This design comes from an exercise in tuning for small area on the open sky130 flow, not from production work.
The RTL was checked by simulation tests, not by an equivalence proof against the original design.
Power figures rest on the tool's default switching activity, not on a simulated workload.

Setup of before:
Design Perceptron, start of the top module:
module Perceptron (
    input clk,
    input reset,
    input  [7:0] input1,
    input  [7:0] input2,
    input  [7:0] weight1,
    input  [7:0] weight2,
    input  [7:0] bias,
    output reg [15:0] output_neuron
);
    wire nz;
    reg  nz_q;
  ...
Size in the first run: ~320 cells after synthesis, ~58 I/O pins, about 3000 um2 of cells after synthesis.
clock: 8.0 ns
lec_check: 0
cap_margin: 20
core_margin: 2
core_utilization: 40
cts_buf_list: sky130_fd_sc_hd__clkbuf_1
slew_margin: 20
synth_hierarchical: 1
standard.sh (not shown) runs the stock make flow with config.mk's settings and CLKGATE_MAP_FILE= SYNTH_SCRIPT=/design/flow/synth_recipe.tcl, a recipe that flattens the netlist after the stock synthesis.
==> flow/flow/run.sh <==
#!/bin/bash
# Layout flow: the standard ORFS flow, with two changes to how the layout
# is made:
#  - the port buffers that global placement inserts are the smallest buffer
#    (sky130_fd_sc_hd__buf_1) instead of the delay buffer buffer_ports picks;
#  - the tie-low cell that drives the constant outputs is not duplicated for
#    every port.
# Everything else (synthesis, floorplan, power grid, taps, CTS, routing) is
# standard.sh unchanged. make's full output goes to flow_make.log here; ORFS's
# per-step logs stay under orfs/logs.
set -euo pipefail
bash standard.sh \
  "BUFFER_PORTS_ARGS=-buffer_cell sky130_fd_sc_hd__buf_1" \
  SKIP_REPAIR_TIE_FANOUT=1 \
  finish > flow_make.log 2>&1
[inputs] after vs before
==> flow/run.sh (new file) <==
#!/bin/bash
# synth_recipe.tcl (not shown) runs the flow's synth.tcl, then flattens the netlist and writes it again
# the make line also repeats each setting of config.mk as NAME=value (left out here)
make -C /OpenROAD-flow-scripts/flow DESIGN_CONFIG=/design/flow/config.mk WORK_HOME=/design/flow/orfs CLKGATE_MAP_FILE= SYNTH_SCRIPT=/design/flow/synth_recipe.tcl finish
removed: flow/flow/run.sh
removed: flow/standard.sh
Results
- Post-synth design cell area: before vs after identical
- | global-route wire length before repair | after vs before | 110 um higher |
- Met3 track utilization from global routing, before and after: lower on before
- Looking at internal power across before and after, the one that comes out lower is before.
- The lower total chip power of before and after is in before.
- First-iteration DRC count: after > before

---

run Y:
Perceptron, a different RTL version from the one above (not shown whole).
For scale: about 330 cells after synthesis, roughly 3000 µm² of cells after synthesis.
## Perceptron
module Perceptron (
    input clk,
    input reset,
    input  [7:0] input1,
    input  [7:0] input2,
    input  [7:0] weight1,
    input  [7:0] weight2,
    input  [7:0] bias,
    output reg [15:0] output_neuron
);
==> flow/config.mk <==
export PLATFORM = sky130hd
export DESIGN_NAME = Perceptron
export DESIGN_NICKNAME = Perceptron
export VERILOG_FILES = /design/flow/design.v
export SDC_FILE = /design/flow/constraint.sdc
export NUM_CORES = 4
export LEC_CHECK = 0
export CAP_MARGIN = 20
export CORE_MARGIN = 2
export CORE_UTILIZATION = 40
export CTS_BUF_LIST = sky130_fd_sc_hd__clkbuf_1
export SLEW_MARGIN = 20
export SYNTH_HIERARCHICAL = 1
==> flow/constraint.sdc <==
create_clock -name core_clock -period 8.0 [get_ports {clk}]
set_input_delay 1.6000 -clock core_clock [delete_from_list [all_inputs] [get_ports {clk}]]
set_output_delay 1.6000 -clock core_clock [all_outputs]
set_load 0.01 [all_outputs]
==> flow/flow/run.sh <==
#!/bin/bash
# Layout flow: the standard ORFS flow (standard.sh), with four changes to
# how the layout is made:
#  - the port buffers that global placement inserts are the smallest buffer
#    (sky130_fd_sc_hd__buf_1) instead of the delay buffer buffer_ports picks;
#  - the tie-low cell that drives the constant outputs is not duplicated for
#    every port;
#  - after floorplan, flow/downsize.tcl gives logic cells that synthesis sized
#    up the smallest drive strength of their function;
#  - after global placement, flow/rename.tcl renames port buffers whose
#    instance name equals a port name (input1, input2).
# Synthesis, floorplan, power grid, taps, CTS and routing are otherwise
# standard.sh unchanged. make's full output goes to flow_make.log in this
# folder; ORFS's per-step logs stay under orfs/logs.
set -euo pipefail
here=$(pwd)
bash standard.sh \
  "BUFFER_PORTS_ARGS=-buffer_cell sky130_fd_sc_hd__buf_1" \
  SKIP_REPAIR_TIE_FANOUT=1 \
  "POST_FLOORPLAN_TCL=$here/flow/downsize.tcl" \
  "POST_GLOBAL_PLACE_TCL=$here/flow/rename.tcl" \
  finish > flow_make.log 2>&1
==> flow/flow/rename.tcl <==
# buffer_ports names its buffers input1, input2, ...; two of those names are
# also port names of this design (input1, input2), which makes the netlist
# written from the layout unreadable by Yosys. Give any instance whose name is
# a port name a distinct one.
set block [ord::get_db_block]
set ports {}
foreach bt [$block getBTerms] {
  # a bus port input1[3] takes the name input1 in Verilog
  regsub {\[[0-9]+\]$} [$bt getName] {} base
  dict set ports $base 1
}
set n 0
foreach inst [$block getInsts] {
  set name [$inst getName]
  if {[dict exists $ports $name]} {
    set new "portbuf_$name"
    while {[$block findInst $new] ne "NULL"} { append new "_" }
    $inst rename $new
    incr n
  }
}
puts "rename.tcl: $n instances renamed"
Other scripts of this flow, unchanged in this note and not shown: flow/flow/downsize.tcl
Run Y finished all stages; the layout is clean.
The inputs of run A differ from those of run Y as listed below.
-- flow/flow/rename.tcl --
<<< run Y, line 6
set ports {}
foreach bt [$block getBTerms] {
  # a bus port input1[3] takes the name input1 in Verilog
  regsub {\[[0-9]+\]$} [$bt getName] {} base
  dict set ports $base 1
}
set n 0
>>> run A, line 6
set ports {}
foreach bt [$block getBTerms] { dict set ports [$bt getName] 1 }
set n 0
[summary]
Run A ended up with a higher final clock period utilization by the worst path than run Y did.
Diff run A..run Y | distinct cell type count of the synthesized netlist | unchanged
Minimum clock period after layout came out higher on run A than on run Y.
Run Y → run A: met1 track demand over resource now larger, via density per instance increased 1.5%, hold slack shows an increase of 15 ps, HPWL after detailed placement moved down.
Run A against run Y: via count higher; part of the power in combinational logic saw an increase.

## separate check: timing with driven ports
In the flow no input, the clock included, has a driving cell. The finished layouts below were timed again as built, in two steps. Step 1 assumes that a clkbuf_16 drives the clock port and a buf_2 every other input. Step 2, shift: input delay + t, output delay - t, t = (earliest + latest rising clock arrival at the registers) / 2. This alone moves slack from input paths to output paths. Three values: no drivers, after step 1, after step 2; two values: the first two.
run | shift t [ns] | setup WS [ns] | worst setup path after step 2 | worst data-port slew with drivers (ns) | cell pins on the clock port's net
before | 0.226 | 1.657 / 1.645 / 1.420 | input to register | 0.03 | 1
after | 0.236 | 1.340 / 1.329 / 1.092 | input to register | 0.03 | 1
run Y | 0.247 | 2.279 / 2.268 / 2.021 | input to register | 0.03 | 1
run A | 0.225 | 2.233 / 2.223 / 1.999 | input to register | 0.03 | 1
After both steps setup and hold are still met in every run listed. The setup slack of run Y, which loses most, moves by -0.011 ns with the drivers and by -0.258 ns with both steps.
